From an optimization exercise on the open Yosys and OpenROAD flow, aimed at small area; shortcuts taken in it are not production practice.
At most, simulation tests tie the RTL to the original design; equivalence was not proved.
Only the layout flow was run in run 5; the RTL was not checked for function there.
No activity file was given, so power comes from the tool's default toggle rates.

## flow/design.v (module list and top-level ports; edited modules follow where they fit)
// module SDOnlineConversionModule2: 1335 lines
// module FullAdderModule: 24 lines
// module fourToTwoAdderModule: 545 lines
// module MulSEL: 34 lines
// module MSDFDotProductModule: 798 lines
module MSDFDotProductModule(input clk, input reset,
    input [1:0] io_a_3,
    input [1:0] io_a_2,
    input [1:0] io_a_1,
    input [1:0] io_a_0,
    input [1:0] io_b_3,
    input [1:0] io_b_2,
    input [1:0] io_b_1,
    input [1:0] io_b_0,
    input  io_start,
    output[1:0] io_c
);
  // ...
==> flow/run.sh <==
#!/bin/bash
# synth_recipe.tcl (not shown) runs the flow's synth.tcl, then flattens the netlist and writes it again
# the make line also repeats each setting of config.mk as NAME=value (left out here)
make -C /OpenROAD-flow-scripts/flow DESIGN_CONFIG=/design/flow/config.mk WORK_HOME=/design/flow/orfs CLKGATE_MAP_FILE= SYNTH_SCRIPT=/design/flow/synth_recipe.tcl finish
==> flow/config.mk <==
export PLATFORM = sky130hd
export DESIGN_NAME = MSDFDotProductModule
export DESIGN_NICKNAME = MSDFDotProductModule
export VERILOG_FILES = /design/flow/design.v
export SDC_FILE = /design/flow/constraint.sdc
export NUM_CORES = 4
export LEC_CHECK = 0
export CAP_MARGIN = 20
export CORE_MARGIN = 2
export CORE_UTILIZATION = 40
export SLEW_MARGIN = 20
==> flow/constraint.sdc <==
create_clock -name core_clock -period 8.0 [get_ports {clk}]
set_input_delay 1.6000 -clock core_clock [delete_from_list [all_inputs] [get_ports {clk}]]
set_output_delay 1.6000 -clock core_clock [all_outputs]
set_load 0.01 [all_outputs]
==> out/results.txt, run 1 <==
Least-Margin Pin Slew: 1.05 ns
RSZ-0062 raised after global routing: no
hold buffer count at cts: 0
Fin Hold WS: 0.326 ns
combinational power share: 18.6%
Synth cell types: 66
R2R depth: 17
max cap viols: 0
status: complete, no violations
starting density of the core: 40.6%
Post-Synth XOR/XNOR Area: 1.69%
P per Cell Area: 199 nW/µm²
M3 GR Usage: 3.18%
main combinational cell family by area after synthesis: simple AND/OR/NAND/NOR gates
P_clk: 0.00144 W
fraction of standard cell area in multi-input logic: 54.3%
clock buffers: 42
CTS resizes: 11
final hold viol count: 0
Core Util, Final: 45.4%
number of port buffers: 20
routing usage on met2: 32.6%
area fraction in compound gates after synthesis: 17.4%
clock latency on the worst-skew pair: 0.58 ns
gr busiest metal: met2
WL/cell: 17.6 µm
crit path capture: io_c[0]
vias in the first global route: 12,642
==> module MSDFDotProductModule, before the edit <==
module MSDFDotProductModule(input clk, input reset,
    input [1:0] io_a_3,
    input [1:0] io_a_2,
    input [1:0] io_a_1,
    input [1:0] io_a_0,
    input [1:0] io_b_3,
    input [1:0] io_b_2,
    input [1:0] io_b_1,
    input [1:0] io_b_0,
    input  io_start,
    output[1:0] io_c
);
  wire T0;
  wire T1;
  reg  R2;
  wire T235;
  wire T3;
  wire[1:0] T4;
  wire[1:0] T5;
  wire[1:0] T6;
  wire T7;
  wire T8;
  wire T9;
  wire T10;
  reg  R11;
  reg  R12;
  reg  R13;
  reg  R14;
  wire T15;
  reg  R16;
  wire T236;
  reg  R17;
  wire T237;
  wire T18;
  wire T19;
  wire T20;
  wire T21;
  wire T22;
  wire[1:0] T23;
  wire[1:0] T24;
  wire[1:0] T25;
  wire T26;
  wire T27;
  wire T28;
  wire T29;
  reg  R30;
  wire T31;
  reg  R32;
  wire T238;
  wire T33;
  wire T34;
  wire T35;
  wire T36;
  reg  R37;
  wire T239;
  wire T38;
  reg  R39;
  wire T240;
  wire T40;
  wire T41;
  wire T42;
  wire T43;
  wire T44;
  wire T45;
  wire T46;
  wire T47;
  wire T48;
  reg  R49;
  wire T241;
  wire T50;
  reg  R51;
  wire T242;
  wire T52;
  wire T53;
  wire T54;
  wire T55;
  wire T56;
  wire T57;
  wire T58;
  wire[2:0] T59;
  wire[3:0] T60;
  wire[3:0] T61;
  wire[3:0] T62;
  wire T63;
  wire T64;
  wire[13:0] T65;
  reg [13:0] R66;
  wire[13:0] T243;
  wire[13:0] T244;
  wire[10:0] T67;
  wire[9:0] T68;
  wire T69;
  wire[13:0] T70;
  wire[13:0] T71;
  wire[13:0] T72;
  wire[13:0] T73;
  wire[13:0] T245;
  wire[10:0] T74;
  wire T75;
  wire[13:0] T76;
  wire T77;
  wire[13:0] T78;
  wire[13:0] T79;
  wire[13:0] T80;
  wire[13:0] T81;
  reg [13:0] R82;
  wire[13:0] T246;
  wire[13:0] T247;
  wire[10:0] T83;
  wire T84;
  wire[13:0] T85;
  wire T86;
  wire[13:0] T87;
  reg [13:0] R88;
  wire[13:0] T248;
  wire[14:0] T249;
  wire[14:0] T89;
  wire[13:0] T90;
  wire[13:0] T91;
  wire[11:0] T92;
  wire[9:0] T93;
  wire[1:0] T94;
  wire[1:0] T95;
  wire T96;
  wire T97;
  wire T98;
  wire T99;
  wire[2:0] T100;
  wire[3:0] T101;
  wire[3:0] T102;
  wire[3:0] T103;
  wire T104;
  wire T105;
  wire[13:0] T106;
  reg [13:0] R107;
  wire[13:0] T250;
  wire[13:0] T251;
  wire[10:0] T108;
  wire[9:0] T109;
  wire T110;
  wire[13:0] T111;
  wire[13:0] T112;
  wire[13:0] T113;
  wire[13:0] T114;
  wire[13:0] T252;
  wire[10:0] T115;
  wire T116;
  wire[13:0] T117;
  wire T118;
  wire[13:0] T119;
  wire[13:0] T120;
  wire[13:0] T121;
  wire[13:0] T122;
  reg [13:0] R123;
  wire[13:0] T253;
  wire[13:0] T254;
  wire[10:0] T124;
  wire T125;
  wire[13:0] T126;
  wire T127;
  wire[13:0] T128;
  reg [13:0] R129;
  wire[13:0] T255;
  wire[14:0] T256;
  wire[14:0] T130;
  wire[13:0] T131;
  wire[13:0] T132;
  wire[11:0] T133;
  wire[9:0] T134;
  wire[1:0] T135;
  wire[1:0] T136;
  wire T137;
  wire T138;
  wire T139;
  wire T140;
  wire[2:0] T141;
  wire[3:0] T142;
  wire[3:0] T143;
  wire[3:0] T144;
  wire T145;
  wire T146;
  wire[13:0] T147;
  reg [13:0] R148;
  wire[13:0] T257;
  wire[13:0] T258;
  wire[10:0] T149;
  wire[9:0] T150;
  wire T151;
  wire[13:0] T152;
  wire[13:0] T153;
  wire[13:0] T154;
  wire[13:0] T155;
  wire[13:0] T259;
  wire[10:0] T156;
  wire T157;
  wire[13:0] T158;
  wire T159;
  wire[13:0] T160;
  wire[13:0] T161;
  wire[13:0] T162;
  wire[13:0] T163;
  reg [13:0] R164;
  wire[13:0] T260;
  wire[13:0] T261;
  wire[10:0] T165;
  wire T166;
  wire[13:0] T167;
  wire T168;
  wire[13:0] T169;
  reg [13:0] R170;
  wire[13:0] T262;
  wire[14:0] T263;
  wire[14:0] T171;
  wire[13:0] T172;
  wire[13:0] T173;
  wire[11:0] T174;
  wire[9:0] T175;
  wire[1:0] T176;
  wire[1:0] T177;
  wire T178;
  wire T179;
  wire T180;
  wire T181;
  wire[2:0] T182;
  wire[3:0] T183;
  wire[3:0] T184;
  wire[3:0] T185;
  wire T186;
  wire T187;
  wire[13:0] T188;
  reg [13:0] R189;
  wire[13:0] T264;
  wire[13:0] T265;
  wire[10:0] T190;
  wire[9:0] T191;
  wire T192;
  wire[13:0] T193;
  wire[13:0] T194;
  wire[13:0] T195;
  wire[13:0] T196;
  wire[13:0] T266;
  wire[10:0] T197;
  wire T198;
  wire[13:0] T199;
  wire T200;
  wire[13:0] T201;
  wire[13:0] T202;
  wire[13:0] T203;
  wire[13:0] T204;
  reg [13:0] R205;
  wire[13:0] T267;
  wire[13:0] T268;
  wire[10:0] T206;
  wire T207;
  wire[13:0] T208;
  wire T209;
  wire[13:0] T210;
  reg [13:0] R211;
  wire[13:0] T269;
  wire[14:0] T270;
  wire[14:0] T212;
  wire[13:0] T213;
  wire[13:0] T214;
  wire[11:0] T215;
  wire[9:0] T216;
  wire[1:0] T217;
  wire[1:0] T218;
  wire T219;
  wire T220;
  wire T221;
  wire T222;
  wire[1:0] T223;
  wire[1:0] T224;
  wire[1:0] T225;
  wire T226;
  wire T227;
  wire T228;
  wire T229;
  reg  R230;
  reg  R231;
  reg  R232;
  wire T233;
  reg  R234;
  wire T271;
  wire[13:0] SDOnlineConversionModule2_io_o;
  wire[13:0] SDOnlineConversionModule2_1_io_o;
  wire[1:0] MulSEL_io_o;
  wire[13:0] SDOnlineConversionModule2_2_io_o;
  wire[13:0] SDOnlineConversionModule2_3_io_o;
  wire[1:0] MulSEL_1_io_o;
  wire[13:0] SDOnlineConversionModule2_4_io_o;
  wire[13:0] SDOnlineConversionModule2_5_io_o;
  wire[1:0] MulSEL_2_io_o;
  wire[13:0] SDOnlineConversionModule2_6_io_o;
  wire[13:0] SDOnlineConversionModule2_7_io_o;
  wire[1:0] MulSEL_3_io_o;
  wire FullAdderModule_io_o;
  wire FullAdderModule_io_cout;
  wire FullAdderModule_1_io_o;
  wire FullAdderModule_1_io_cout;
  wire FullAdderModule_2_io_o;
  wire FullAdderModule_2_io_cout;
  wire FullAdderModule_3_io_o;
  wire FullAdderModule_3_io_cout;
  wire FullAdderModule_4_io_o;
  wire FullAdderModule_4_io_cout;
  wire FullAdderModule_5_io_o;
  wire FullAdderModule_5_io_cout;
  wire[13:0] fourToTwoAdderModule_io_o;
  wire[13:0] fourToTwoAdderModule_io_cout;
  wire[13:0] fourToTwoAdderModule_1_io_o;
  wire[13:0] fourToTwoAdderModule_1_io_cout;
  wire[13:0] fourToTwoAdderModule_2_io_o;
  wire[13:0] fourToTwoAdderModule_2_io_cout;
  wire[13:0] fourToTwoAdderModule_3_io_o;
  wire[13:0] fourToTwoAdderModule_3_io_cout;
  assign T0 = FullAdderModule_4_io_cout;
  assign T1 = ~ R2;
  assign T235 = reset ? 1'h0 : T3;
  assign T3 = T4[1'h0:1'h0];
  assign T4 = T5;
  assign T5 = T6;
  assign T6 = {T15, T7};
  assign T7 = T8;
  assign T8 = R11 ? 1'h0 : T9;
  assign T9 = T10;
  assign T10 = ~ FullAdderModule_3_io_cout;
  assign T15 = R16;
  assign T236 = reset ? 1'h0 : FullAdderModule_3_io_o;
  assign T237 = reset ? 1'h0 : FullAdderModule_4_io_o;
  assign T18 = T19;
  assign T19 = T4[1'h1:1'h1];
  assign T20 = ~ T21;
  assign T21 = T22;
  assign T22 = T23[1'h0:1'h0];
  assign T23 = T24;
  assign T24 = T25;
  assign T25 = {T31, T26};
  assign T26 = T27;
  assign T27 = R30 ? 1'h0 : T28;
  assign T28 = T29;
  assign T29 = ~ FullAdderModule_1_io_cout;
  assign T31 = R32;
  assign T238 = reset ? 1'h0 : FullAdderModule_1_io_o;
  assign T33 = T34;
  assign T34 = T23[1'h1:1'h1];
  assign T35 = FullAdderModule_2_io_cout;
  assign T36 = ~ R37;
  assign T239 = reset ? 1'h0 : T38;
  assign T38 = MulSEL_3_io_o[1'h0:1'h0];
  assign T240 = reset ? 1'h0 : FullAdderModule_2_io_o;
  assign T40 = T41;
  assign T41 = MulSEL_3_io_o[1'h1:1'h1];
  assign T42 = ~ T43;
  assign T43 = T44;
  assign T44 = MulSEL_2_io_o[1'h0:1'h0];
  assign T45 = T46;
  assign T46 = MulSEL_2_io_o[1'h1:1'h1];
  assign T47 = FullAdderModule_io_cout;
  assign T48 = ~ R49;
  assign T241 = reset ? 1'h0 : T50;
  assign T50 = MulSEL_1_io_o[1'h0:1'h0];
  assign T242 = reset ? 1'h0 : FullAdderModule_io_o;
  assign T52 = T53;
  assign T53 = MulSEL_1_io_o[1'h1:1'h1];
  assign T54 = ~ T55;
  assign T55 = T56;
  assign T56 = MulSEL_io_o[1'h0:1'h0];
  assign T57 = T58;
  assign T58 = MulSEL_io_o[1'h1:1'h1];
  assign T59 = T60[2'h3:1'h1];
  assign T60 = T62 + T61;
  assign T61 = fourToTwoAdderModule_3_io_cout[4'hd:4'ha];
  assign T62 = fourToTwoAdderModule_3_io_o[4'hd:4'ha];
  assign T63 = io_b_3 == 2'h1;
  assign T64 = io_a_3 == 2'h1;
  assign T65 = T69 ? 14'h0 : R66;
  assign T243 = reset ? 14'h0 : T244;
  assign T244 = {3'h0, T67};
  assign T67 = T68 << 1'h1;
  assign T68 = fourToTwoAdderModule_3_io_cout[4'h9:1'h0];
  assign T69 = io_start;
  assign T70 = T71;
  assign T71 = T77 ? T76 : T72;
  assign T72 = T75 ? T73 : 14'h0;
  assign T73 = T245;
  assign T245 = {3'h0, T74};
  assign T74 = SDOnlineConversionModule2_7_io_o >> 2'h3;
  assign T75 = io_a_3 == 2'h2;
  assign T76 = ~ T73;
  assign T77 = io_a_3 == 2'h1;
  assign T78 = T79;
  assign T79 = io_start ? 14'h0 : T80;
  assign T80 = T86 ? T85 : T81;
  assign T81 = T84 ? R82 : 14'h0;
  assign T246 = reset ? 14'h0 : T247;
  assign T247 = {3'h0, T83};
  assign T83 = SDOnlineConversionModule2_6_io_o >> 2'h3;
  assign T84 = io_b_3 == 2'h2;
  assign T85 = ~ R82;
  assign T86 = io_b_3 == 2'h1;
  assign T87 = T69 ? 14'h0 : R88;
  assign T248 = T249[4'hd:1'h0];
  assign T249 = reset ? 15'h0 : T89;
  assign T89 = T90 << 1'h1;
  assign T90 = T91;
  assign T91 = {T95, T92};
  assign T92 = {T94, T93};
  assign T93 = fourToTwoAdderModule_3_io_o[4'h9:1'h0];
  assign T94 = T60[1'h1:1'h0];
  assign T95 = {1'h1, T96};
  assign T96 = T98 ^ T97;
  assign T97 = T60[2'h2:2'h2];
  assign T98 = T99 == 1'h0;
  assign T99 = MulSEL_3_io_o == 2'h0;
  assign T100 = T101[2'h3:1'h1];
  assign T101 = T103 + T102;
  assign T102 = fourToTwoAdderModule_2_io_cout[4'hd:4'ha];
  assign T103 = fourToTwoAdderModule_2_io_o[4'hd:4'ha];
  assign T104 = io_b_2 == 2'h1;
  assign T105 = io_a_2 == 2'h1;
  assign T106 = T110 ? 14'h0 : R107;
  assign T250 = reset ? 14'h0 : T251;
  assign T251 = {3'h0, T108};
  assign T108 = T109 << 1'h1;
  assign T109 = fourToTwoAdderModule_2_io_cout[4'h9:1'h0];
  assign T110 = io_start;
  assign T111 = T112;
  assign T112 = T118 ? T117 : T113;
  assign T113 = T116 ? T114 : 14'h0;
  assign T114 = T252;
  assign T252 = {3'h0, T115};
  assign T115 = SDOnlineConversionModule2_5_io_o >> 2'h3;
  assign T116 = io_a_2 == 2'h2;
  assign T117 = ~ T114;
  assign T118 = io_a_2 == 2'h1;
  assign T119 = T120;
  assign T120 = io_start ? 14'h0 : T121;
  assign T121 = T127 ? T126 : T122;
  assign T122 = T125 ? R123 : 14'h0;
  assign T253 = reset ? 14'h0 : T254;
  assign T254 = {3'h0, T124};
  assign T124 = SDOnlineConversionModule2_4_io_o >> 2'h3;
  assign T125 = io_b_2 == 2'h2;
  assign T126 = ~ R123;
  assign T127 = io_b_2 == 2'h1;
  assign T128 = T110 ? 14'h0 : R129;
  assign T255 = T256[4'hd:1'h0];
  assign T256 = reset ? 15'h0 : T130;
  assign T130 = T131 << 1'h1;
  assign T131 = T132;
  assign T132 = {T136, T133};
  assign T133 = {T135, T134};
  assign T134 = fourToTwoAdderModule_2_io_o[4'h9:1'h0];
  assign T135 = T101[1'h1:1'h0];
  assign T136 = {1'h1, T137};
  assign T137 = T139 ^ T138;
  assign T138 = T101[2'h2:2'h2];
  assign T139 = T140 == 1'h0;
  assign T140 = MulSEL_2_io_o == 2'h0;
  assign T141 = T142[2'h3:1'h1];
  assign T142 = T144 + T143;
  assign T143 = fourToTwoAdderModule_1_io_cout[4'hd:4'ha];
  assign T144 = fourToTwoAdderModule_1_io_o[4'hd:4'ha];
  assign T145 = io_b_1 == 2'h1;
  assign T146 = io_a_1 == 2'h1;
  assign T147 = T151 ? 14'h0 : R148;
  assign T257 = reset ? 14'h0 : T258;
  assign T258 = {3'h0, T149};
  assign T149 = T150 << 1'h1;
  assign T150 = fourToTwoAdderModule_1_io_cout[4'h9:1'h0];
  assign T151 = io_start;
  assign T152 = T153;
  assign T153 = T159 ? T158 : T154;
  assign T154 = T157 ? T155 : 14'h0;
  assign T155 = T259;
  assign T259 = {3'h0, T156};
  assign T156 = SDOnlineConversionModule2_3_io_o >> 2'h3;
  assign T157 = io_a_1 == 2'h2;
  assign T158 = ~ T155;
  assign T159 = io_a_1 == 2'h1;
  assign T160 = T161;
  assign T161 = io_start ? 14'h0 : T162;
  assign T162 = T168 ? T167 : T163;
  assign T163 = T166 ? R164 : 14'h0;
  assign T260 = reset ? 14'h0 : T261;
  assign T261 = {3'h0, T165};
  assign T165 = SDOnlineConversionModule2_2_io_o >> 2'h3;
  assign T166 = io_b_1 == 2'h2;
  assign T167 = ~ R164;
  assign T168 = io_b_1 == 2'h1;
  assign T169 = T151 ? 14'h0 : R170;
  assign T262 = T263[4'hd:1'h0];
  assign T263 = reset ? 15'h0 : T171;
  assign T171 = T172 << 1'h1;
  assign T172 = T173;
  assign T173 = {T177, T174};
  assign T174 = {T176, T175};
  assign T175 = fourToTwoAdderModule_1_io_o[4'h9:1'h0];
  assign T176 = T142[1'h1:1'h0];
  assign T177 = {1'h1, T178};
  assign T178 = T180 ^ T179;
  assign T179 = T142[2'h2:2'h2];
  assign T180 = T181 == 1'h0;
  assign T181 = MulSEL_1_io_o == 2'h0;
  assign T182 = T183[2'h3:1'h1];
  assign T183 = T185 + T184;
  assign T184 = fourToTwoAdderModule_io_cout[4'hd:4'ha];
  assign T185 = fourToTwoAdderModule_io_o[4'hd:4'ha];
  assign T186 = io_b_0 == 2'h1;
  assign T187 = io_a_0 == 2'h1;
  assign T188 = T192 ? 14'h0 : R189;
  assign T264 = reset ? 14'h0 : T265;
  assign T265 = {3'h0, T190};
  assign T190 = T191 << 1'h1;
  assign T191 = fourToTwoAdderModule_io_cout[4'h9:1'h0];
  assign T192 = io_start;
  assign T193 = T194;
  assign T194 = T200 ? T199 : T195;
  assign T195 = T198 ? T196 : 14'h0;
  assign T196 = T266;
  assign T266 = {3'h0, T197};
  assign T197 = SDOnlineConversionModule2_1_io_o >> 2'h3;
  assign T198 = io_a_0 == 2'h2;
  assign T199 = ~ T196;
  assign T200 = io_a_0 == 2'h1;
  assign T201 = T202;
  assign T202 = io_start ? 14'h0 : T203;
  assign T203 = T209 ? T208 : T204;
  assign T204 = T207 ? R205 : 14'h0;
  assign T267 = reset ? 14'h0 : T268;
  assign T268 = {3'h0, T206};
  assign T206 = SDOnlineConversionModule2_io_o >> 2'h3;
  assign T207 = io_b_0 == 2'h2;
  assign T208 = ~ R205;
  assign T209 = io_b_0 == 2'h1;
  assign T210 = T192 ? 14'h0 : R211;
  assign T269 = T270[4'hd:1'h0];
  assign T270 = reset ? 15'h0 : T212;
  assign T212 = T213 << 1'h1;
  assign T213 = T214;
  assign T214 = {T218, T215};
  assign T215 = {T217, T216};
  assign T216 = fourToTwoAdderModule_io_o[4'h9:1'h0];
  assign T217 = T183[1'h1:1'h0];
  assign T218 = {1'h1, T219};
  assign T219 = T221 ^ T220;
  assign T220 = T183[2'h2:2'h2];
  assign T221 = T222 == 1'h0;
  assign T222 = MulSEL_io_o == 2'h0;
  assign io_c = T223;
  assign T223 = T224;
  assign T224 = T225;
  assign T225 = {T233, T226};
  assign T226 = T227;
  assign T227 = R230 ? 1'h0 : T228;
  assign T228 = T229;
  assign T229 = ~ FullAdderModule_5_io_cout;
  assign T233 = R234;
  assign T271 = reset ? 1'h0 : FullAdderModule_5_io_o;
  SDOnlineConversionModule2 SDOnlineConversionModule2(.clk(clk), .reset(reset),
       .io_a( io_a_0 ),
       .io_start( io_start ),
       .io_o( SDOnlineConversionModule2_io_o )
  );
  SDOnlineConversionModule2 SDOnlineConversionModule2_1(.clk(clk), .reset(reset),
       .io_a( io_b_0 ),
       .io_start( io_start ),
       .io_o( SDOnlineConversionModule2_1_io_o )
  );
  fourToTwoAdderModule fourToTwoAdderModule(
       .io_a( T210 ),
       .io_b( T201 ),
       .io_c( T193 ),
       .io_d( T188 ),
       .io_cin1( T187 ),
       .io_cin2( T186 ),
       .io_o( fourToTwoAdderModule_io_o ),
       .io_cout( fourToTwoAdderModule_io_cout )
  );
  MulSEL MulSEL(
       .io_a( T182 ),
       .io_o( MulSEL_io_o )
  );
  SDOnlineConversionModule2 SDOnlineConversionModule2_2(.clk(clk), .reset(reset),
       .io_a( io_a_1 ),
       .io_start( io_start ),
       .io_o( SDOnlineConversionModule2_2_io_o )
  );
  SDOnlineConversionModule2 SDOnlineConversionModule2_3(.clk(clk), .reset(reset),
       .io_a( io_b_1 ),
       .io_start( io_start ),
       .io_o( SDOnlineConversionModule2_3_io_o )
  );
  fourToTwoAdderModule fourToTwoAdderModule_1(
       .io_a( T169 ),
       .io_b( T160 ),
       .io_c( T152 ),
       .io_d( T147 ),
       .io_cin1( T146 ),
       .io_cin2( T145 ),
       .io_o( fourToTwoAdderModule_1_io_o ),
       .io_cout( fourToTwoAdderModule_1_io_cout )
  );
  MulSEL MulSEL_1(
       .io_a( T141 ),
       .io_o( MulSEL_1_io_o )
  );
  SDOnlineConversionModule2 SDOnlineConversionModule2_4(.clk(clk), .reset(reset),
       .io_a( io_a_2 ),
       .io_start( io_start ),
       .io_o( SDOnlineConversionModule2_4_io_o )
  );
  SDOnlineConversionModule2 SDOnlineConversionModule2_5(.clk(clk), .reset(reset),
       .io_a( io_b_2 ),
       .io_start( io_start ),
       .io_o( SDOnlineConversionModule2_5_io_o )
  );
  fourToTwoAdderModule fourToTwoAdderModule_2(
       .io_a( T128 ),
       .io_b( T119 ),
       .io_c( T111 ),
       .io_d( T106 ),
       .io_cin1( T105 ),
       .io_cin2( T104 ),
       .io_o( fourToTwoAdderModule_2_io_o ),
       .io_cout( fourToTwoAdderModule_2_io_cout )
  );
  MulSEL MulSEL_2(
       .io_a( T100 ),
       .io_o( MulSEL_2_io_o )
  );
  SDOnlineConversionModule2 SDOnlineConversionModule2_6(.clk(clk), .reset(reset),
       .io_a( io_a_3 ),
       .io_start( io_start ),
       .io_o( SDOnlineConversionModule2_6_io_o )
  );
  SDOnlineConversionModule2 SDOnlineConversionModule2_7(.clk(clk), .reset(reset),
       .io_a( io_b_3 ),
       .io_start( io_start ),
       .io_o( SDOnlineConversionModule2_7_io_o )
  );
  fourToTwoAdderModule fourToTwoAdderModule_3(
       .io_a( T87 ),
       .io_b( T78 ),
       .io_c( T70 ),
       .io_d( T65 ),
       .io_cin1( T64 ),
       .io_cin2( T63 ),
       .io_o( fourToTwoAdderModule_3_io_o ),
       .io_cout( fourToTwoAdderModule_3_io_cout )
  );
  MulSEL MulSEL_3(
       .io_a( T59 ),
       .io_o( MulSEL_3_io_o )
  );
  FullAdderModule FullAdderModule(
       .io_a( T57 ),
       .io_b( T54 ),
       .io_cin( T52 ),
       .io_o( FullAdderModule_io_o ),
       .io_cout( FullAdderModule_io_cout )
  );
  FullAdderModule FullAdderModule_1(
       .io_a( R51 ),
       .io_b( T48 ),
       .io_cin( T47 ),
       .io_o( FullAdderModule_1_io_o ),
       .io_cout( FullAdderModule_1_io_cout )
  );
  FullAdderModule FullAdderModule_2(
       .io_a( T45 ),
       .io_b( T42 ),
       .io_cin( T40 ),
       .io_o( FullAdderModule_2_io_o ),
       .io_cout( FullAdderModule_2_io_cout )
  );
  FullAdderModule FullAdderModule_3(
       .io_a( R39 ),
       .io_b( T36 ),
       .io_cin( T35 ),
       .io_o( FullAdderModule_3_io_o ),
       .io_cout( FullAdderModule_3_io_cout )
  );
  FullAdderModule FullAdderModule_4(
       .io_a( T33 ),
       .io_b( T20 ),
       .io_cin( T18 ),
       .io_o( FullAdderModule_4_io_o ),
       .io_cout( FullAdderModule_4_io_cout )
  );
  FullAdderModule FullAdderModule_5(
       .io_a( R17 ),
       .io_b( T1 ),
       .io_cin( T0 ),
       .io_o( FullAdderModule_5_io_o ),
       .io_cout( FullAdderModule_5_io_cout )
  );
  always @(posedge clk) begin
    if(reset) begin
      R2 <= 1'h0;
    end else begin
      R2 <= T3;
    end
    R11 <= R12;
    R12 <= R13;
    R13 <= R14;
    R14 <= io_start;
    if(reset) begin
      R16 <= 1'h0;
    end else begin
      R16 <= FullAdderModule_3_io_o;
    end
    if(reset) begin
      R17 <= 1'h0;
    end else begin
      R17 <= FullAdderModule_4_io_o;
    end
    R30 <= R12;
    if(reset) begin
      R32 <= 1'h0;
    end else begin
      R32 <= FullAdderModule_1_io_o;
    end
    if(reset) begin
      R37 <= 1'h0;
    end else begin
      R37 <= T38;
    end
    if(reset) begin
      R39 <= 1'h0;
    end else begin
      R39 <= FullAdderModule_2_io_o;
    end
    if(reset) begin
      R49 <= 1'h0;
    end else begin
      R49 <= T50;
    end
    if(reset) begin
      R51 <= 1'h0;
    end else begin
      R51 <= FullAdderModule_io_o;
    end
    if(reset) begin
      R66 <= 14'h0;
    end else begin
      R66 <= T244;
    end
    if(reset) begin
      R82 <= 14'h0;
    end else begin
      R82 <= T247;
    end
    R88 <= T248;
    if(reset) begin
      R107 <= 14'h0;
    end else begin
      R107 <= T251;
    end
    if(reset) begin
      R123 <= 14'h0;
    end else begin
      R123 <= T254;
    end
    R129 <= T255;
    if(reset) begin
      R148 <= 14'h0;
    end else begin
      R148 <= T258;
    end
    if(reset) begin
      R164 <= 14'h0;
    end else begin
      R164 <= T261;
    end
    R170 <= T262;
    if(reset) begin
      R189 <= 14'h0;
    end else begin
      R189 <= T265;
    end
    if(reset) begin
      R205 <= 14'h0;
    end else begin
      R205 <= T268;
    end
    R211 <= T269;
    R230 <= R231;
    R231 <= R232;
    R232 <= R12;
    if(reset) begin
      R234 <= 1'h0;
    end else begin
      R234 <= FullAdderModule_5_io_o;
    end
  end
endmodule
==> inputs of run 2 (changes only) <==
==> flow/design.v (replaced) <==
module msdf_conv(
    input        start,
    input  [1:0] d,
    input  [3:0] j,        
    input  [8:0] hi,       
    input        lz,       
    output [8:0] hi_eff,   
    output [8:0] hi_nxt,   
    output       lz_nxt
);
  wire pos = (d == 2'b10);
  wire neg = (d == 2'b01);
  wire nz  = pos | neg;
  assign hi_eff = start ? 9'd0 : hi;
  wire lz_eff = start | lz;
  wire [9:0] z;            
  assign z[0] = lz_eff;
  genvar n;
  generate
    for (n = 0; n < 9; n = n + 1) begin : g
      assign z[n+1] = z[n] & ~hi_eff[n];
      wire eq = (j == 4'd8 - n);
      wire gt = (j >  4'd8 - n);
      assign hi_nxt[n] = (hi_eff[n] ^ (neg & gt & z[n])) | (nz & eq);
    end
  endgenerate
  assign lz_nxt = lz_eff & ~(nz & (j >= 4'd9) & (j <= 4'd11));
endmodule
module msdf_fa(input a, input b, input c, output s, output co);
  assign s = a ^ b ^ c;
  assign co = (a & b) | (a & c) | (b & c);
endmodule
module msdf_mul(
    input         start,
    input  [1:0]  x,       
    input  [1:0]  y,       
    input  [8:0]  av,      
    input  [8:0]  bv,      
    input  [13:1] s,       
    input  [10:1] c,       
    output [13:1] s_nxt,
    output [10:1] c_nxt,
    output [1:0]  p        
);
  wire xpos = (x == 2'b10), xneg = (x == 2'b01);
  wire ypos = (y == 2'b10), yneg = (y == 2'b01);
  wire [13:0] ia = start ? 14'd0 : {s, 1'b0};
  wire [13:0] id = start ? 14'd0 : {3'd0, c, 1'b0};
  wire [13:0] ib = start ? 14'd0 : yneg ? ~{5'd0, av} : ypos ? {5'd0, av} : 14'd0;
  wire [13:0] ic = xneg ? ~{5'd0, bv} : xpos ? {5'd0, bv} : 14'd0;
  wire [13:0] s1, t1, o, t2;
  wire [13:0] t1s = {t1[12:0], yneg};
  genvar n;
  generate
    for (n = 0; n < 14; n = n + 1) begin : fa
      msdf_fa f1(.a(ia[n]), .b(ib[n]), .c(ic[n]), .s(s1[n]), .co(t1[n]));
      msdf_fa f2(.a(s1[n]), .b(id[n]), .c(t1s[n]), .s(o[n]), .co(t2[n]));
    end
  endgenerate
  wire [13:0] co = {t2[12:0], xneg};
  wire [3:0] e = o[13:10] + co[13:10];
  wire sp = ~e[3] & (e[2] | e[1]);
  wire sn =  e[3] & ~(e[2] & e[1]);
  assign p = {sp, sn};
  assign s_nxt = {e[2] ^ (sp | sn), e[1:0], o[9:0]};
  assign c_nxt = co[9:0];
endmodule
module MSDFDotProductModule(input clk, input reset,
    input [1:0] io_a_3,
    input [1:0] io_a_2,
    input [1:0] io_a_1,
    input [1:0] io_a_0,
    input [1:0] io_b_3,
    input [1:0] io_b_2,
    input [1:0] io_b_1,
    input [1:0] io_b_0,
    input  io_start,
    output[1:0] io_c
);
  reg  [3:0] cnt;
  wire [3:0] j = io_start ? 4'd0 : cnt;
  always @(posedge clk) cnt <= j + {3'd0, j != 4'd15};
  wire [1:0] xa [0:3];
  wire [1:0] yb [0:3];
  assign xa[0] = io_a_0; assign xa[1] = io_a_1; assign xa[2] = io_a_2; assign xa[3] = io_a_3;
  assign yb[0] = io_b_0; assign yb[1] = io_b_1; assign yb[2] = io_b_2; assign yb[3] = io_b_3;
  wire [1:0] m [0:3];
  genvar i;
  generate
    for (i = 0; i < 4; i = i + 1) begin : pr
      reg  [8:0]  qa, qb;
      reg         la, lb;
      reg  [13:1] rs;
      reg  [10:1] rc;
      wire [8:0]  qa_eff, qa_nxt, qb_eff, qb_nxt;
      wire        la_nxt, lb_nxt;
      wire [13:1] rs_nxt;
      wire [10:1] rc_nxt;
      msdf_conv ca(.start(io_start), .d(xa[i]), .j(j), .hi(qa), .lz(la),
                   .hi_eff(qa_eff), .hi_nxt(qa_nxt), .lz_nxt(la_nxt));
      msdf_conv cb(.start(io_start), .d(yb[i]), .j(j), .hi(qb), .lz(lb),
                   .hi_eff(qb_eff), .hi_nxt(qb_nxt), .lz_nxt(lb_nxt));
      msdf_mul mu(.start(io_start), .x(xa[i]), .y(yb[i]), .av(qa_eff), .bv(qb_nxt),
                  .s(rs), .c(rc), .s_nxt(rs_nxt), .c_nxt(rc_nxt), .p(m[i]));
      always @(posedge clk) begin
        qa <= qa_nxt; la <= la_nxt;
        qb <= qb_nxt; lb <= lb_nxt;
        rs <= rs_nxt; rc <= rc_nxt;
      end
    end
  endgenerate
  wire f4 = (j == 4'd4);    
  wire f6 = (j == 4'd6);    
  reg r51, r49, r32, r39, r37, r16, r17, r2, r234;
  wire fo0 = m[0][1] ^ ~m[0][0] ^ m[1][1];
  wire fc0 = (m[0][1] & ~m[0][0]) | (m[0][1] & m[1][1]) | (~m[0][0] & m[1][1]);
  wire fo1 = r51 ^ ~r49 ^ fc0;
  wire fc1 = (r51 & ~r49) | (r51 & fc0) | (~r49 & fc0);
  wire fo2 = m[2][1] ^ ~m[2][0] ^ m[3][1];
  wire fc2 = (m[2][1] & ~m[2][0]) | (m[2][1] & m[3][1]) | (~m[2][0] & m[3][1]);
  wire fo3 = r39 ^ ~r37 ^ fc2;
  wire fc3 = (r39 & ~r37) | (r39 & fc2) | (~r37 & fc2);
  wire z01n = ~f4 & ~fc1;
  wire z23n = ~f4 & ~fc3;
  wire fo4 = r32 ^ ~z01n ^ r16;
  wire fc4 = (r32 & ~z01n) | (r32 & r16) | (~z01n & r16);
  wire fo5 = r17 ^ ~r2 ^ fc4;
  wire fc5 = (r17 & ~r2) | (r17 & fc4) | (~r2 & fc4);
  always @(posedge clk) begin
    r51 <= fo0; r49 <= m[1][0];
    r39 <= fo2; r37 <= m[3][0];
    if (reset) begin
      r32 <= 1'b0; r16 <= 1'b0; r17 <= 1'b0; r2 <= 1'b0; r234 <= 1'b0;
    end else begin
      r32 <= fo1; r16 <= fo3; r17 <= fo4; r2 <= z23n; r234 <= fo5;
    end
  end
  assign io_c = {r234, ~f6 & ~fc5};
endmodule
--- a/flow/config.mk
+++ b/flow/config.mk
@@ -9,3 +9,5 @@
 export CORE_MARGIN = 2
 export CORE_UTILIZATION = 40
+export CTS_BUF_LIST = sky130_fd_sc_hd__clkbuf_4 sky130_fd_sc_hd__clkbuf_8
+export CTS_CLUSTER_SIZE = 30
 export SLEW_MARGIN = 20
==> run 2 against run 1 <==
Effect of this change:
- register-to-register slack lost 2.3 ns
- setup slack worse by 0.014 ns
- critical endpoint unchanged
- power is 10% lower
- still clean
- critical path type unchanged
- largest cell class unchanged
- combinational power is 95% higher
- clock-buffer cell count is 21 lower
==> out/results.txt, run 2 <==
Root Driver: clkbuf_8
total power draw: 0.00314 W
Crit. End Element: output port
number of port buffers: 20 (unchanged)
max cap viols: 0 (unchanged)
most frequent cells in the layout: 185 x dfxtp_1, 110 x inv_1, 98 x buf_4
floorplan core area: 28,500 µm²
most frequent cell after synthesis: dfxtp_1
largest cells by area after synthesis: dfxtp_1 32%, fa_1 17%, ha_1 5.0%
Synth cell types: 73 (+11%)
1st-iter DRT viols: 728
Core Util, Final: 46.3% (+0.82 points)
first-pass GRT wire length: 47,300 µm
clock latency on the worst-skew pair: 0.48 ns (-0.10 ns)
RD Place Congestion: 0.840
Die Area: 30,100 µm²
top post-synthesis cells by count: 185 x dfxtp_1, 117 x inv_1, 96 x fa_1, 96 x nand2_1, 86 x nor2b_1
share of post-route cells with drive strength above 1: 18.1%
Detailed Routing Iterations Pass 1: 5
#FFs+latches synth: 185
register with the most flip-flops: pr.rs
initial antenna violation count: 0
CTS clock-pin slew for the worst setup and hold paths: 0.09 ns
Placed Area: 12,300 µm²
Area growth, synth to finish: 14.5%
Seq/Total Area, Yosys: 32.2%
crit path kind: in -> out
starting density of the core: 40.4% (-0.17 points)
fraction of registers with async set/reset: 0%
storage element area: 3700 µm²
fillers: 2,720
CP required: 6.40 ns
cts bufs inserted: 17
P per Cell Area: 238 nW/µm² (+20%)
Top FF cell, synth: dfxtp_1
Die Y: 174 µm
WL/cell: 17.2 µm (-2.3%)
CTS tree: done
Leak Pwr: 5.65 nW
setup slack, reg-to-reg: 0.96 ns
Synth Instances: 1,193
min cycle time layout: 7.78 ns
Hold/Removal Path Class: reg -> reg
Setup violations, final: 0
post-synthesis cell area: 11,500 µm²
Die W: 174 µm
DR DRC count: 0
hpwl dp: 19,800 µm
Clock Tree Buf Depth: 2
WL final: 28,400 µm
GRT Resource Usage Total: 19.6%
H-tree depth: 4
final hold viol count: 0 (unchanged)
I/O pins: 21
n_diodes: 0
vias in the first global route: 8,916 (-29%)
Worst Hold Depth: 1
final worst-path cycle share: 97.3%
status: complete, no violations
Crit. Startpoint: io_b_0[1]
Synthesized Nets: 1,354
site row count: 62
reg2reg end: r51
vias: 8,584
crit path max fanout: 3
startpoint types: primary input
Sum Neg Setup Slack: 0 ns
post-synth top area share: 32.2%
global route overflow: 0
largest net degree at the start of global routing: 55
design area: 13,200 µm²
most common cell after layout, fill and taps aside: dfxtp_1
Yosys warnings: 1
FMAX: 0.129 GHz
Worst Path Arrival: 6.18 ns
final clock skew: 0.0159 ns
peak supply drop: 0.181 mV
final antenna-violating net count: 0
r2r startpoint: pr[0].lb
syn avg cell area: 9.64 µm²
R2R depth: 44 (+27)
hold buffer count at cts: 0 (unchanged)
Largest regs: pr.rs (52), pr.rc (40)
sink of the worst hold path: pr[1].la
Multi-input gate area: 7220 µm²
Yosys top cell by area: dfxtp_1
fin nets: 1,415
Slew Limit Fails: 0
Max-slew headroom: 31.1%
DR vias/cell: 5.20
Clock Sinks: 185
Least-Margin Pin Slew: 1.03 ns (-0.0120 ns)
max reg flops: 52
min-delay src: pr[1].la
EDFF count, synth: 0
run 2: repair_timing:
| action | CTS | global route |
|---|---|---|
| gates resized for setup | 45 | 20 |
| endpoints found under the setup margin | 1 | 3 |
| pin swaps | 19 | 24 |
| endpoints found under the hold margin | 0 | 0 |
| setup buffers | 32 | 4 |
run 2: cell type report:
class                   instances  area share (%)
clock buffers                  21            2.15
clock inverters                11           0.865
inverters                     118            3.36
multi-input cells             814            54.9
flip-flops and latches        185            28.1
well taps                     384            3.65
repair buffers                118            7.00
run 2: worst max-delay path, cell delays in order:
cell	delay [ns]
clkbuf_2	0.09
inv_2	0.06
ha_4	0.13
nor2b_4	0.15
o2111ai_2	0.11
o211a_1	0.24
a311oi_2	0.32
mux2_4	0.34
fa_2	0.33
inv_2	0.06
fa_2	0.19
inv_2	0.05
ha_4	0.15
buf_4	0.12
a21o_1	0.17
a21oi_2	0.12
xnor3_2	0.31
nor2_2	0.14
a21oi_2	0.05
fa_2	0.34
nand2b_4	0.14
fa_2	0.35
fa_2	0.35
nor2b_1	0.11
buf_2	0.14
run 2: kinds of logic (layout without fill, tap and decap cells):
kind of cell / count (synthesis) / count (layout) / share of synthesized area, %
and+or+nand+nor: 353 / 353 / 16.3
buffers and inverters: 194 / 268 / 6.72
DFF: 185 / 185 / 32.2
xor gates and xnor gates: 66 / 66 / 5.51
adders and majority gates: 146 / 146 / 22.1
AOI/OAI and AO/OA: 176 / 176 / 10.4
muxes: 73 / 73 / 6.76
run 2: where the power goes:
group          switching, W  leakage (nW)  total, W  internal [W]
Clock              0.000374         0.198  0.000654      0.000280
Combinational      0.000647          3.92   0.00127      0.000627
Sequential        0.0000851          1.53   0.00121       0.00112
run 2: how the worst max path moves through the flow:
stage / slack [ns] / depth (start not counted) / end
6_report: 0.22 / 25 / io_c[0]
5_1_grt: -0.003 / 22 / io_c[0]
4_1_cts: 0.06 / 25 / io_c[0]
3_5_place_dp: -1.04 / 21 / io_c[0]
3_3_place_gp: -1.02 / 23 / io_c[0]
2_1_floorplan: 0.02 / 22 / io_c[0]
run 2: per-layer routing:
metal | GRT usage [%] | part of all wire (%) | vias up
met5 | 0 | 0 | -
met3 | 2.17 | 3.9 | 41
li1 | - | - | 4108
met1 | 27.5 | 46 | 4217
met2 | 31.9 | 48 | 218
met4 | 6.07 | 2.0 | 0
run 2: stage by stage:
step           std cells  hold WS, ns  worst slack (ns)
3_3_place_gp        1585        0.482             -1.02
4_1_cts             1649        0.512            0.0636
5_1_grt             1651        0.539          -0.00307
2_1_floorplan       1193        0.461            0.0231
6_report            1651        0.511             0.218
3_5_place_dp        1585        0.494             -1.04
==> inputs of run 3 (changes only) <==
--- a/flow/config.mk
+++ b/flow/config.mk
@@ -9,5 +9,4 @@
 export CORE_MARGIN = 2
 export CORE_UTILIZATION = 40
-export CTS_BUF_LIST = sky130_fd_sc_hd__clkbuf_4 sky130_fd_sc_hd__clkbuf_8
-export CTS_CLUSTER_SIZE = 30
+export GPL_TIMING_DRIVEN = 0
 export SLEW_MARGIN = 20
==> run 3 against run 2 <==
Effect of this change:
- clock power is 26% higher
- setup slack worse by 0.13 ns
- via count is 0.63% higher
- global-route usage is 1.9 points higher
- combinational power is about 10% lower
- worst hold slack worse by 0.013 ns
- clock-buffer cell count is 2 lower
- area after synthesis stayed put
- die area stayed put
- sequential power hardly changed
- still clean on timing, DRC and antenna
- maximum frequency is 1.6% lower
- sequential share of layout area is 0.053 points lower
==> out/results.txt, run 3 <==
Slew Limit Fails: 0 (unchanged)
PnR worst setup slack: 0.0911 ns (-0.127 ns)
peak supply drop: 0.155 mV (-14%)
most frequent cells in the layout: 185 x dfxtp_1, 109 x inv_1, 96 x nand2_1
post-synth top area share: 32.2% (unchanged)
post-placement setup slack: -2.11 ns (-1.06 ns)
share of post-route cells with drive strength above 1: 15.0% (-3.1 points)
Die Area: 30,100 µm² (unchanged)
Yosys warnings: 1 (unchanged)
Die Y: 174 µm (unchanged)
status: complete, no violations
clock latency on the worst-skew pair: 0.44 ns (-0.04 ns)
Setup violations, final: 0 (unchanged)
Inst Count DP: 1,596 (+0.69%)
slowest CP cell: fa_2
hpwl dp: 22,300 µm (+13%)
CP top delay family: adder cells
global route overflow: 0 (unchanged)
site row count: 62 (unchanged)
number of buffers and inverters on the critical path: 9 (+3)
n_diodes: 0 (unchanged)
CP required: 6.40 ns (about the same)
largest cells by area after synthesis: dfxtp_1 32%, fa_1 17%, ha_1 5.0%
largest net degree at the start of global routing: 20 (-64%)
post-synthesis cell area: 11,500 µm² (unchanged)
FMAX: 0.126 GHz (-1.6%)
WL final: 31,100 µm (+9.4%)
Synth Instances: 1,193 (unchanged)
number of port buffers: 19 (-5.0%)
max reg flops: 52 (unchanged)
final worst-path cycle share: 98.9% (+1.6 points)
hold buffer count at cts: 0 (unchanged)
most common cell after layout, fill and taps aside: dfxtp_1
P per Cell Area: 240 nW/µm² (+0.86%)
Clock Tree Buf Depth: 2 (unchanged)
RSZ-0062 raised after global routing: yes
vias: 8,638 (+0.63%)
fin nets: 1,405 (-0.71%)
Hold/Removal Path Class: reg -> reg
syn avg cell area: 9.64 µm² (unchanged)
register with the most flip-flops: pr.rs
Die W: 174 µm (unchanged)
CTS clock-pin slew for the worst setup and hold paths: 0.07 ns (-0.02 ns)
Root Driver: clkbuf_16
EDFF count, synth: 0 (unchanged)
DR DRC count: 0 (unchanged)
final clock skew: 0.0100 ns (-0.00582 ns)
fraction of registers with async set/reset: 0% (unchanged)
Clock Sinks: 185 (unchanged)
GRT Resource Usage Total: 21.5% (+1.9 points)
total power draw: 0.00317 W (+1.1%)
starting density of the core: 40.4% (unchanged)
crit path kind: in -> out
floorplan core area: 28,500 µm² (unchanged)
Seq/Total Area, Yosys: 32.2% (unchanged)
H-tree depth: 4 (unchanged)
Fin Hold WS: 0.498 ns (-0.0130 ns)
final antenna-violating net count: 0 (unchanged)
Leak Pwr: 5.56 nW (-1.5%)
initial antenna violation count: 0 (unchanged)
CTS tree: done
max cap viols: 0 (unchanged)
startpoint types: primary input
Synth cell types: 73 (unchanged)
vias in the first global route: 8,900 (-0.18%)
crit path cell chain: buf_6 > clkinv_1 > clkbuf_2 > buf_2 > clkbuf_2 > nand2_1 > fa_2 > inv_1 > ha_2 > inv_2 > fa_2 > inv_2 > o21ai_4 > a21oi_4 > fa_2 > nand2b_4 > fa_2 > fa_2 > nor2b_1 > buf_2
first-pass GRT wire length: 49,900 µm (+5.5%)
Top FF cell, synth: dfxtp_1
crit path max fanout: 10 (+7)
CP most frequent cell: fa_2
Least-Margin Pin Slew: 1.09 ns (+0.0575 ns)
min cycle time layout: 7.91 ns (+0.127 ns)
Largest regs: pr.rs (52), pr.rc (40)
I/O pins: 21 (unchanged)
Worst Path Arrival: 6.31 ns (+0.13 ns)
Max-slew headroom: 27.2% (-3.8 points)
1st-iter DRT viols: 577 (-21%)
WL/cell: 19.0 µm (+10%)
Crit. End Element: output port
top post-synthesis cells by count: 185 x dfxtp_1, 117 x inv_1, 96 x fa_1, 96 x nand2_1, 86 x nor2b_1
Synthesized Nets: 1,354 (unchanged)
DR vias/cell: 5.27 (+1.4%)
max incr delay on CP: 0.58 ns (+0.23 ns)
final std cells w/o fill: 1,638 (-0.79%)
#FFs+latches synth: 185 (unchanged)
most frequent cell after synthesis: dfxtp_1
cts bufs inserted: 17 (unchanged)
Area growth, synth to finish: 14.8%
Detailed Routing Iterations Pass 1: 6 (+1)
RD Place Congestion: 0.881 (+5.0%)
Yosys top cell by area: dfxtp_1
final hold viol count: 0 (unchanged)
==> run 3: cell counts after synthesis <==
Identical to the previous run, type by type.
==> run 3: stage by stage <==
step / cell area, µm² / setup TNS [ns] / util [%]
final: 13200 / 0 / 46.3
after global routing: 13200 / -0.0653 / 46.3
after CTS: 13100 / -0.00434 / 46.1
after detailed placement: 12200 / -2.26 / 42.8
after global placement: 12200 / -2.43 / 42.8
after floorplan: 11500 / 0 / -
==> run 3: logic make-up (layout without fill, tap and decap cells) <==
group	Yosys count	after routing	synth area share, %
AND/OR/NAND/NOR	353	353	16.3
buffers and inverters	194	255	6.72
flip-flops	185	185	32.2
AO/OA/AOI/OAI	176	176	10.4
adder cells (fa/ha/maj)	146	146	22.1
multiplexers	73	73	6.76
XOR/XNOR	66	66	5.51
==> run 3: what timing repair did <==
item,in CTS,in global routing
endpoints found under the setup margin,1,1
buffers inserted,12,7
pin swaps,24,18
gates resized for setup,113,18
gates cloned,0,0
==> run 3: path summary, 6_finish.rpt <==
check | start | end | slack, ns | cells past startpoint
max | io_start | io_c[0] | 0.09 | 20
min | pr[1].la | pr[1].la | 0.50 | 1
max reg2reg | cnt[2] | r234 | 2.42 | 21
min reg2reg | pr[1].la | pr[1].la | 0.50 | 1
==> run 3: final cells by class <==
cell class,count,area [µm²]
Buffer,70,400
Timing Repair Buffer,38,318
Fill cell,2749,15300
Sequential cell,185,3700
Tap cell,384,480
Multi-Input combinational cell,814,7300
Inverter,118,445
Clock inverter,10,97.6
Clock buffer,19,453
==> run 3: worst reg2reg max path: stages, from the launching register on <==
cell and delay [ns]:
dfxtp_1 0.32, buf_2 0.18, nor2_2 0.54, a21oi_1 0.18, buf_2 0.26, nor3b_2 0.30
a31oi_4 0.08, mux2_4 0.33, fa_2 0.38, inv_2 0.08, fa_2 0.20, inv_2 0.04
ha_4 0.16, fa_2 0.42, xor2_4 0.18, o21ai_4 0.22, a21oi_4 0.10, fa_2 0.35
nand2b_4 0.15, fa_2 0.36, fa_2 0.53, nor2b_1 0.15
==> run 3: routing by layer <==
| layer | GRT usage [%] | routed length [µm] | vias up |
|---|---|---|---|
| met4 | 8.33 | 932 | 0 |
| met3 | 3.90 | 1680 | 58 |
| met2 | 34.7 | 14500 | 243 |
| met5 | 0 | 0 | - |
| met1 | 28.6 | 13900 | 4233 |
| li1 | - | - | 4104 |
==> run 3: where the power goes <==
part	switching (W)	total [W]	internal, W	leakage, nW
sequential	0.0000843	0.00121	0.00112	1.53
combinational	0.000626	0.00114	0.000512	3.77
clock	0.000380	0.000823	0.000442	0.264
==> inputs of run 4 (changes only) <==
--- a/flow/config.mk
+++ b/flow/config.mk
@@ -9,4 +9,3 @@
 export CORE_MARGIN = 2
 export CORE_UTILIZATION = 40
-export GPL_TIMING_DRIVEN = 0
 export SLEW_MARGIN = 20
==> run 4 against run 3 <==
Effect of this change:
- still clean
- critical path type unchanged
- largest power group is now combinational logic
- clock power up 3.9%
- setup slack better by 0.15 ns
- die area unchanged
- clock-buffer cell count up 2
- highest routed layer unchanged
- synthesized cell count unchanged
==> out/results.txt, run 4 <==
crit path max fanout: 5 (-5)
largest net degree at the start of global routing: 55 (+180%)
Synth Instances: 1,193 (unchanged)
most frequent cell after synthesis: dfxtp_1
DR DRC count: 0 (unchanged)
final clock skew: 0.0103 ns (+0.000238 ns)
WL final: 28,500 µm (-8.2%)
Die Y: 174 µm (unchanged)
Slew Limit Fails: 0 (unchanged)
initial antenna violation count: 0 (unchanged)
Least-Margin Pin Slew: 1.17 ns (+0.0834 ns)
Seq/Total Area, Yosys: 32.2% (unchanged)
Leak Pwr: 5.72 nW (+2.8%)
number of port buffers: 20 (+1)
largest cells by area after synthesis: dfxtp_1 32%, fa_1 17%, ha_1 5.0%
final hold viol count: 0 (unchanged)
vias in the first global route: 8,879 (-0.24%)
Die Area: 30,100 µm² (unchanged)
Crit. End Element: output port
Hold/Removal Path Class: reg -> reg
Largest regs: pr.rs (52), pr.rc (40)
#FFs+latches synth: 185 (unchanged)
global route overflow: 0 (unchanged)
Worst Hold Depth: 1 (unchanged)
most common cell after layout, fill and taps aside: dfxtp_1
Area growth, synth to finish: 15.7%
setup slack, reg-to-reg: 1.06 ns (-1.36 ns)
max cap viols: 0 (unchanged)
first-pass GRT wire length: 47,200 µm (-5.4%)
Top FF cell, synth: dfxtp_1
GRT Resource Usage Total: 19.7% (-1.8 points)
I/O pins: 21 (unchanged)
Die W: 174 µm (unchanged)
crit path capture: io_c[0]
Clock Sinks: 185 (unchanged)
final antenna-violating net count: 0 (unchanged)
WL/cell: 17.3 µm (-8.8%)
RD Place Congestion: 0.840 (-4.7%)
startpoint types: primary input
Setup violations, final: 0 (unchanged)
P per Cell Area: 250 nW/µm² (+4.3%)
starting density of the core: 40.4% (unchanged)
hpwl dp: 19,800 µm (-11%)
final std cells w/o fill: 1,648 (+0.61%)
register with the most flip-flops: pr.rs
most frequent cells in the layout: 185 x dfxtp_1, 111 x inv_1, 96 x nand2_1
hold buffer count at cts: 0 (unchanged)
Synth cell types: 73 (unchanged)
storage element area: 3700 µm² (unchanged)
Worst Path Arrival: 6.16 ns (-0.15 ns)
top post-synthesis cells by count: 185 x dfxtp_1, 117 x inv_1, 96 x fa_1, 96 x nand2_1, 86 x nor2b_1
Detailed Routing Iterations Pass 1: 6 (unchanged)
floorplan core area: 28,500 µm² (unchanged)
Synthesized Nets: 1,354 (unchanged)
Yosys top cell by area: dfxtp_1
share of post-route cells with drive strength above 1: 17.6% (+2.7 points)
syn avg cell area: 9.64 µm² (unchanged)
CP required: 6.40 ns (about the same)
Placed Area: 12,300 µm² (+1.3%)
vias: 8,615 (-0.27%)
FMAX: 0.129 GHz (+1.9%)
post-synthesis cell area: 11,500 µm² (unchanged)
fillers: 2,692 (-2.1%)
Core Util, Final: 46.7% (+0.36 points)
clock latency on the worst-skew pair: 0.43 ns (about the same)
min cycle time layout: 7.76 ns (-0.150 ns)
design area: 13,300 µm² (+0.79%)
1st-iter DRT viols: 688 (+19%)
status: complete, no violations
Max-slew headroom: 21.5% (-5.7 points)
peak supply drop: 0.192 mV (+24%)
DR vias/cell: 5.23 (-0.87%)
cts bufs inserted: 17 (unchanged)
Yosys warnings: 1 (unchanged)
final worst-path cycle share: 97.0% (-1.9 points)
r2r startpoint: pr[0].lb
Inst Count DP: 1,585 (-0.69%)
CTS clock-pin slew for the worst setup and hold paths: 0.06 ns (about the same)
Multi-input gate area: 7190 µm² (-1.5%)
site row count: 62 (unchanged)
R2R depth: 43 (+100%)
fraction of registers with async set/reset: 0% (unchanged)
RSZ-0062 raised after global routing: no
crit path kind: in -> out
max reg flops: 52 (unchanged)
min-delay src: pr[1].la
EDFF count, synth: 0 (unchanged)
Clock Tree Buf Depth: 2 (unchanged)
post-synth top area share: 32.2% (unchanged)
Crit. Startpoint: io_a_0[1]
H-tree depth: 4 (unchanged)
reg2reg end: r51
Root Driver: clkbuf_16
n_diodes: 0 (unchanged)
Fin Hold WS: 0.514 ns (+0.0153 ns)
CTS tree: done
fin nets: 1,412 (+0.50%)
==> run 4: cell types whose count changed in the layout (fill, tap and decap cells not counted), sizes merged <==
cell and change:
clkinvlp -1, clkinv +1, clkbuf -28, inv +1
dlymetal6s2s +1, buf +36
==> run 4: critical path, cell delays in order <==
cell and delay (ns):
clkdlybuf4s50_1 0.47, inv_1 0.04, ha_1 0.18, buf_4 0.17
fa_1 0.44, fa_1 0.60, ha_4 0.15, inv_2 0.04
fa_2 0.36, xor2_2 0.24, inv_2 0.06, buf_4 0.13
o21ai_2 0.13, a21oi_2 0.08, fa_2 0.34, nand2b_4 0.14
fa_2 0.37, fa_2 0.35, nor2b_1 0.11, buf_2 0.14
==> run 4: layout make-up <==
type / instances / area share [%]
Clock buffer: 21 / 3.54
Tap cell: 384 / 3.61
Timing Repair Buffer: 115 / 6.75
Inverter: 118 / 3.33
Multi-Input combinational cell: 814 / 54.1
Sequential cell: 185 / 27.8
Clock inverter: 11 / 0.856
==> run 4: worst min-delay path by stage <==
stage | to
final | pr[1].la
after global routing | pr[1].la
after CTS | pr[1].la
after detailed placement | pr[1].la
after global placement | pr[1].la
after floorplan | pr[1].la
==> run 4: routing by layer <==
| metal | vias up | track usage (%) | wire, µm |
|---|---|---|---|
| met3 | 52 | 2.98 | 1250 |
| li1 | 4105 | - | - |
| met4 | 0 | 6.53 | 658 |
| met2 | 241 | 31.7 | 13500 |
| met1 | 4217 | 27.2 | 13100 |
| met5 | - | 0 | 0 |
==> run 4: where the power goes <==
group          internal (W)  switching, W  leakage [nW]
Sequential          0.00112     0.0000852          1.53
Combinational      0.000617      0.000649          3.91
Clock              0.000460      0.000395         0.282
Total               0.00220       0.00113          5.72
==> run 4: what timing repair did <==
| action | 4_1_cts | 5_1_grt |
|---|---|---|
| gates resized for setup | 39 | 20 |
| pin swaps | 16 | 20 |
| buffers inserted | 32 | 2 |
| setup endpoints to repair | 1 | 3 |
| cloned | 0 | 0 |
==> run 4: kinds of logic (layout without fill, tap and decap cells) <==
| group | after synthesis | count (layout) | share of synthesized area, % |
|---|---|---|---|
| compound gates | 176 | 176 | 10.4 |
| xor+xnor | 66 | 66 | 5.51 |
| fa+ha+maj | 146 | 146 | 22.1 |
| buf+inv | 194 | 265 | 6.72 |
| flops | 185 | 185 | 32.2 |
| mux | 73 | 73 | 6.76 |
| simple gates | 353 | 353 | 16.3 |
==> run 4: through the flow <==
step | TNS, ns | total power, W | setup slack, ns
after floorplan | 0 | 0.00193 | 0.0231
after global placement | -1.02 | 0.00223 | -1.02
after detailed placement | -1.04 | 0.00225 | -1.04
after CTS | -0.124 | 0.00330 | -0.124
after global routing | 0 | 0.00356 | 0.00893
final | 0 | 0.00333 | 0.241
==> inputs of run 5 (changes only) <==
--- a/flow/design.v
+++ b/flow/design.v
@@ -47,5 +47,6 @@
   wire [13:0] ia = start ? 14'd0 : {s, 1'b0};
   wire [13:0] id = start ? 14'd0 : {3'd0, c, 1'b0};
-  wire [13:0] ib = start ? 14'd0 : yneg ? ~{5'd0, av} : ypos ? {5'd0, av} : 14'd0;
+  wire ybneg = yneg & ~start;    
+  wire [13:0] ib = ybneg ? ~{5'd0, av} : ypos ? {5'd0, av} : 14'd0;
   wire [13:0] ic = xneg ? ~{5'd0, bv} : xpos ? {5'd0, bv} : 14'd0;
   wire [13:0] s1, t1, o, t2;
@@ -115,16 +116,18 @@
   wire fo0 = m[0][1] ^ ~m[0][0] ^ m[1][1];
   wire fc0 = (m[0][1] & ~m[0][0]) | (m[0][1] & m[1][1]) | (~m[0][0] & m[1][1]);
+  wire g1 = r51 & ~r49, p1 = r51 | ~r49;
+  wire fc1 = g1 | (p1 & fc0);
   wire fo1 = r51 ^ ~r49 ^ fc0;
-  wire fc1 = (r51 & ~r49) | (r51 & fc0) | (~r49 & fc0);
   wire fo2 = m[2][1] ^ ~m[2][0] ^ m[3][1];
   wire fc2 = (m[2][1] & ~m[2][0]) | (m[2][1] & m[3][1]) | (~m[2][0] & m[3][1]);
   wire fo3 = r39 ^ ~r37 ^ fc2;
   wire fc3 = (r39 & ~r37) | (r39 & fc2) | (~r37 & fc2);
-  wire z01n = ~f4 & ~fc1;
+  wire z01 = f4 | fc1;      
   wire z23n = ~f4 & ~fc3;
-  wire fo4 = r32 ^ ~z01n ^ r16;
-  wire fc4 = (r32 & ~z01n) | (r32 & r16) | (~z01n & r16);
-  wire fo5 = r17 ^ ~r2 ^ fc4;
-  wire fc5 = (r17 & ~r2) | (r17 & fc4) | (~r2 & fc4);
+  wire g4 = r32 & r16, p4 = r32 | r16;
+  wire fo4 = r32 ^ z01 ^ r16;
+  wire g5 = r17 & ~r2, p5 = r17 | ~r2;
+  wire fc5 = g5 | (p5 & g4) | (p5 & p4 & f4) | (p5 & p4 & g1) | (p5 & p4 & p1 & fc0);
+  wire fo5 = r17 ^ ~r2 ^ (g4 | (p4 & z01));
   always @(posedge clk) begin
     r51 <= fo0; r49 <= m[1][0];
==> run 5 against run 4 <==
Effect of this change:
- still clean
- register-to-register slack better by 1.4 ns
- power fell by 6.4%
- via count shrank 7.5%
- first-iteration DRC count is 15% lower
- clock-buffer cell count is 2 lower
- clock skew about the same
- clock power up 3.0%
- largest cell class unchanged
==> out/results.txt, run 5 <==
global route overflow: 0 (unchanged)
final std cells w/o fill: 1,527 (-7.3%)
vias: 7,970 (-7.5%)
R2R depth: 23 (-47%)
WL final: 25,200 µm (-12%)
Synth Instances: 1,131 (-5.2%)
post-synth top area share: 32.8% (+0.57 points)
Synth cell types: 67 (-8.2%)
crit path kind: in -> out
CTS tree: done
setup slack, reg-to-reg: 2.50 ns (+1.44 ns)
Yosys warnings: 1 (unchanged)
Yosys top cell by area: dfxtp_1
Core Util, Final: 45.3% (-1.4 points)
site row count: 61 (-1.6%)
H-tree depth: 4 (unchanged)
Area growth, synth to finish: 11.4%
Worst Hold Depth: 1 (unchanged)
RSZ-0062 raised after global routing: no
Setup violations, final: 0 (unchanged)
max reg flops: 52 (unchanged)
Least-Margin Pin Slew: 1.07 ns (-0.108 ns)
initial antenna violation count: 0 (unchanged)
most common cell after layout, fill and taps aside: dfxtp_1
Worst Path Arrival: 6.18 ns (+0.02 ns)
CP required: 6.40 ns (about the same)
fraction of registers with async set/reset: 0% (unchanged)
Clock Tree Buf Depth: 2 (unchanged)
1st-iter DRT viols: 588 (-15%)
P per Cell Area: 248 nW/µm² (-1.0%)
FMAX: 0.129 GHz (-0.27%)
Top FF cell, synth: dfxtp_1
crit path max fanout: 4 (-1)
Largest regs: pr.rs (52), pr.rc (40)
number of port buffers: 20 (unchanged)
max cap viols: 0 (unchanged)
first-pass GRT wire length: 41,400 µm (-12%)
Leak Pwr: 5.11 nW (-11%)
final worst-path cycle share: 97.2% (+0.26 points)
DR DRC count: 0 (unchanged)
floorplan core area: 27,800 µm² (-2.4%)
DR vias/cell: 5.22 (-0.16%)
CTS clock-pin slew for the worst setup and hold paths: 0.07 ns (about the same)
register with the most flip-flops: pr.rs
final antenna-violating net count: 0 (unchanged)
largest net degree at the start of global routing: 74 (+35%)
Detailed Routing Iterations Pass 1: 5 (-1)
cts bufs inserted: 17 (unchanged)
largest cells by area after synthesis: dfxtp_1 33%, fa_1 17%, nor2b_1 5.8%
GRT Resource Usage Total: 18.1% (-1.6 points)
status: complete, no violations
WL/cell: 16.5 µm (-4.5%)
starting density of the core: 40.7% (+0.28 points)
fin nets: 1,300 (-7.9%)
Die Area: 29,600 µm² (-1.7%)
vias in the first global route: 7,712 (-13%)
Clock Sinks: 185 (unchanged)
most frequent cell after synthesis: dfxtp_1
sink of the worst hold path: pr[3].qb[8]
Die Y: 172 µm (-0.86%)
Max-slew headroom: 28.7% (+7.2 points)
EDFF count, synth: 0 (unchanged)
PnR worst setup slack: 0.220 ns (-0.0206 ns)
n_diodes: 0 (unchanged)
top post-synthesis cells by count: 185 x dfxtp_1, 105 x nor2b_1, 95 x fa_1, 81 x nor2_1, 55 x nand2_1
min cycle time layout: 7.78 ns (+0.0206 ns)
Crit. End Element: output port
syn avg cell area: 9.99 µm² (+3.6%)
reg2reg end: r234
r2r startpoint: cnt[2]
Slew Limit Fails: 0 (unchanged)
hpwl dp: 17,800 µm (-10%)
hold buffer count at cts: 0 (unchanged)
#FFs+latches synth: 185 (unchanged)
Hold/Removal Path Class: reg -> reg
clock latency on the worst-skew pair: 0.44 ns (about the same)
post-placement setup slack: -0.456 ns (+0.588 ns)
most frequent cells in the layout: 185 x dfxtp_1, 105 x nor2b_1, 93 x fa_1
startpoint types: primary input
Root Driver: clkbuf_16
Die W: 172 µm (-0.86%)
post-synthesis cell area: 11,300 µm² (-1.8%)
RD Place Congestion: 0.799 (-4.9%)
peak supply drop: 0.156 mV (-19%)
final clock skew: 0.0102 ns (-0.0000886 ns)
Synthesized Nets: 1,295 (-4.4%)
min-delay src: pr[3].qb[8]
I/O pins: 21 (unchanged)
Inst Count DP: 1,494 (-5.7%)
Seq/Total Area, Yosys: 32.8% (+0.57 points)
share of post-route cells with drive strength above 1: 12.2% (-5.5 points)
final hold viol count: 0 (unchanged)
[run 5: cell types whose count changed after synthesis, moves of 8 or more]
cell     before  now
nor2_1       55   81
inv_1       117   51
nor2b_1      86  105
o22ai_1      32   45
nor4_1        7   20
buf_1        15    7
xnor2_1      35   51
nand2_1      96   55
[run 5: cell families after synthesis]
| group | synth area share (%) |
|---|---|
| and+or+nand+nor | 17.3 |
| DFF | 32.8 |
| AOI/OAI and AO/OA | 9.86 |
| adders and majority gates | 22.5 |
| buffers and inverters | 4.46 |
| xor gates and xnor gates | 6.21 |
| muxes | 6.96 |
[run 5: final cells by class]
cell class              count  area [µm²]
multi-input cells         825        7140
clock buffers              19         443
flip-flops and latches    185        3700
repair buffers             56         467
well taps                 378         473
fillers                  2667       15200
inverters                  51         191
clock inverters            13         160
[run 5: per-layer routing]
layer | up-vias | track usage [%] | share of wire (%)
li1 | 3872 | - | -
met1 | 3908 | 24.5 | 46
met2 | 152 | 30.2 | 48
met3 | 38 | 2.45 | 3.7
met4 | 0 | 5.55 | 2.3
met5 | - | 0 | 0
[run 5: worst max-delay path by stage]
stage | start | to | slack (ns) | depth (start not counted)
floorplan | io_b_1[1] | io_c[0] | 0.72 | 19
CTS | io_b_1[0] | io_c[0] | 0.02 | 19
detailed placement | io_b_1[0] | io_c[0] | -0.46 | 20
global placement | io_b_1[0] | io_c[0] | -0.39 | 20
global route | io_b_1[0] | io_c[0] | 0.007 | 19
finish | io_b_1[0] | io_c[0] | 0.22 | 19
[run 5: stage by stage]
step	power [W]	hold slack [ns]	TNS (ns)	cell area, µm²
5_1_grt	0.00334	0.519	0	12600
3_3_place_gp	0.00223	0.462	-0.389	11900
6_report	0.00312	0.479	0	12600
4_1_cts	0.00314	0.480	0	12500
3_5_place_dp	0.00225	0.470	-0.456	11900
2_1_floorplan	0.00197	0.444	0	11300
[run 5: worst max-delay path: stages]
cell             delay (ns)
clkdlybuf4s50_1        0.50
ha_2                   0.21
nand4bb_1              0.13
or3_4                  0.36
nor4_4                 0.30
xnor2_2                0.17
mux2i_1                0.09
a311o_1                0.31
fa_2                   0.40
inv_2                  0.07
fa_1                   0.16
inv_1                  0.05
ha_1                   0.22
fa_2                   0.41
xor2_2                 0.17
o211ai_1               0.16
o211ai_1               0.23
a2111oi_2              0.43
buf_2                  0.20
[run 5: report_power, final]
group / internal, W / switching [W]
Clock: 0.000481 / 0.000400
Sequential: 0.00112 / 0.0000973
Combinational: 0.000485 / 0.000529
Total: 0.00209 / 0.00103
[run 5: what timing repair did]
action / 4_1_cts / 5_1_grt
endpoints found under the setup margin: 1 / 1
endpoints found under the hold margin: 0 / 0
setup buffers: 0 / 1
gates resized for setup: 2 / 14
pin swaps: 3 / 5

separate check: timing with driven ports:
No port has a modelled driver above. Below, the same layouts with a new extraction and two added sets of constraints. Step 1: set_driving_cell puts a clkbuf_16 on clk and a buf_2 on each other input, an assumption about the parent block. Step 2, shift: input delay + t, output delay - t, t = (earliest + latest rising clock arrival at the registers) / 2. This alone moves slack from input paths to output paths. Slacks: ideal ports / drivers / drivers and shift; pairs: ideal ports / drivers.
| run | t, ns | setup slack, ns | worst hold slack (ns) | latest minus earliest clock arrival (ns) |
|---|---|---|---|---|
| run 1 | 0.617 | 0.233 / 0.209 / 0.209 | 0.326 / 0.326 / 0.326 | 0.023 / 0.023 |
| run 2 | 0.518 | 0.218 / 0.195 / -0.199 | 0.511 / 0.511 / 0.511 | 0.017 / 0.017 |
| run 3 | 0.488 | 0.091 / 0.056 / 0.056 | 0.498 / 0.498 / 0.498 | 0.010 / 0.010 |
| run 4 | 0.477 | 0.241 / 0.214 / -0.120 | 0.514 / 0.514 / 0.514 | 0.011 / 0.011 |
| run 5 | 0.484 | 0.220 / 0.190 / 0.190 | 0.479 / 0.479 / 0.479 | 0.012 / 0.012 |
With both steps, setup timing fails in run 2 and run 4, where it was met with ideal ports. For run 2, which loses most, drivers alone change the setup slack by -0.023 ns; drivers and shift together by -0.417 ns.
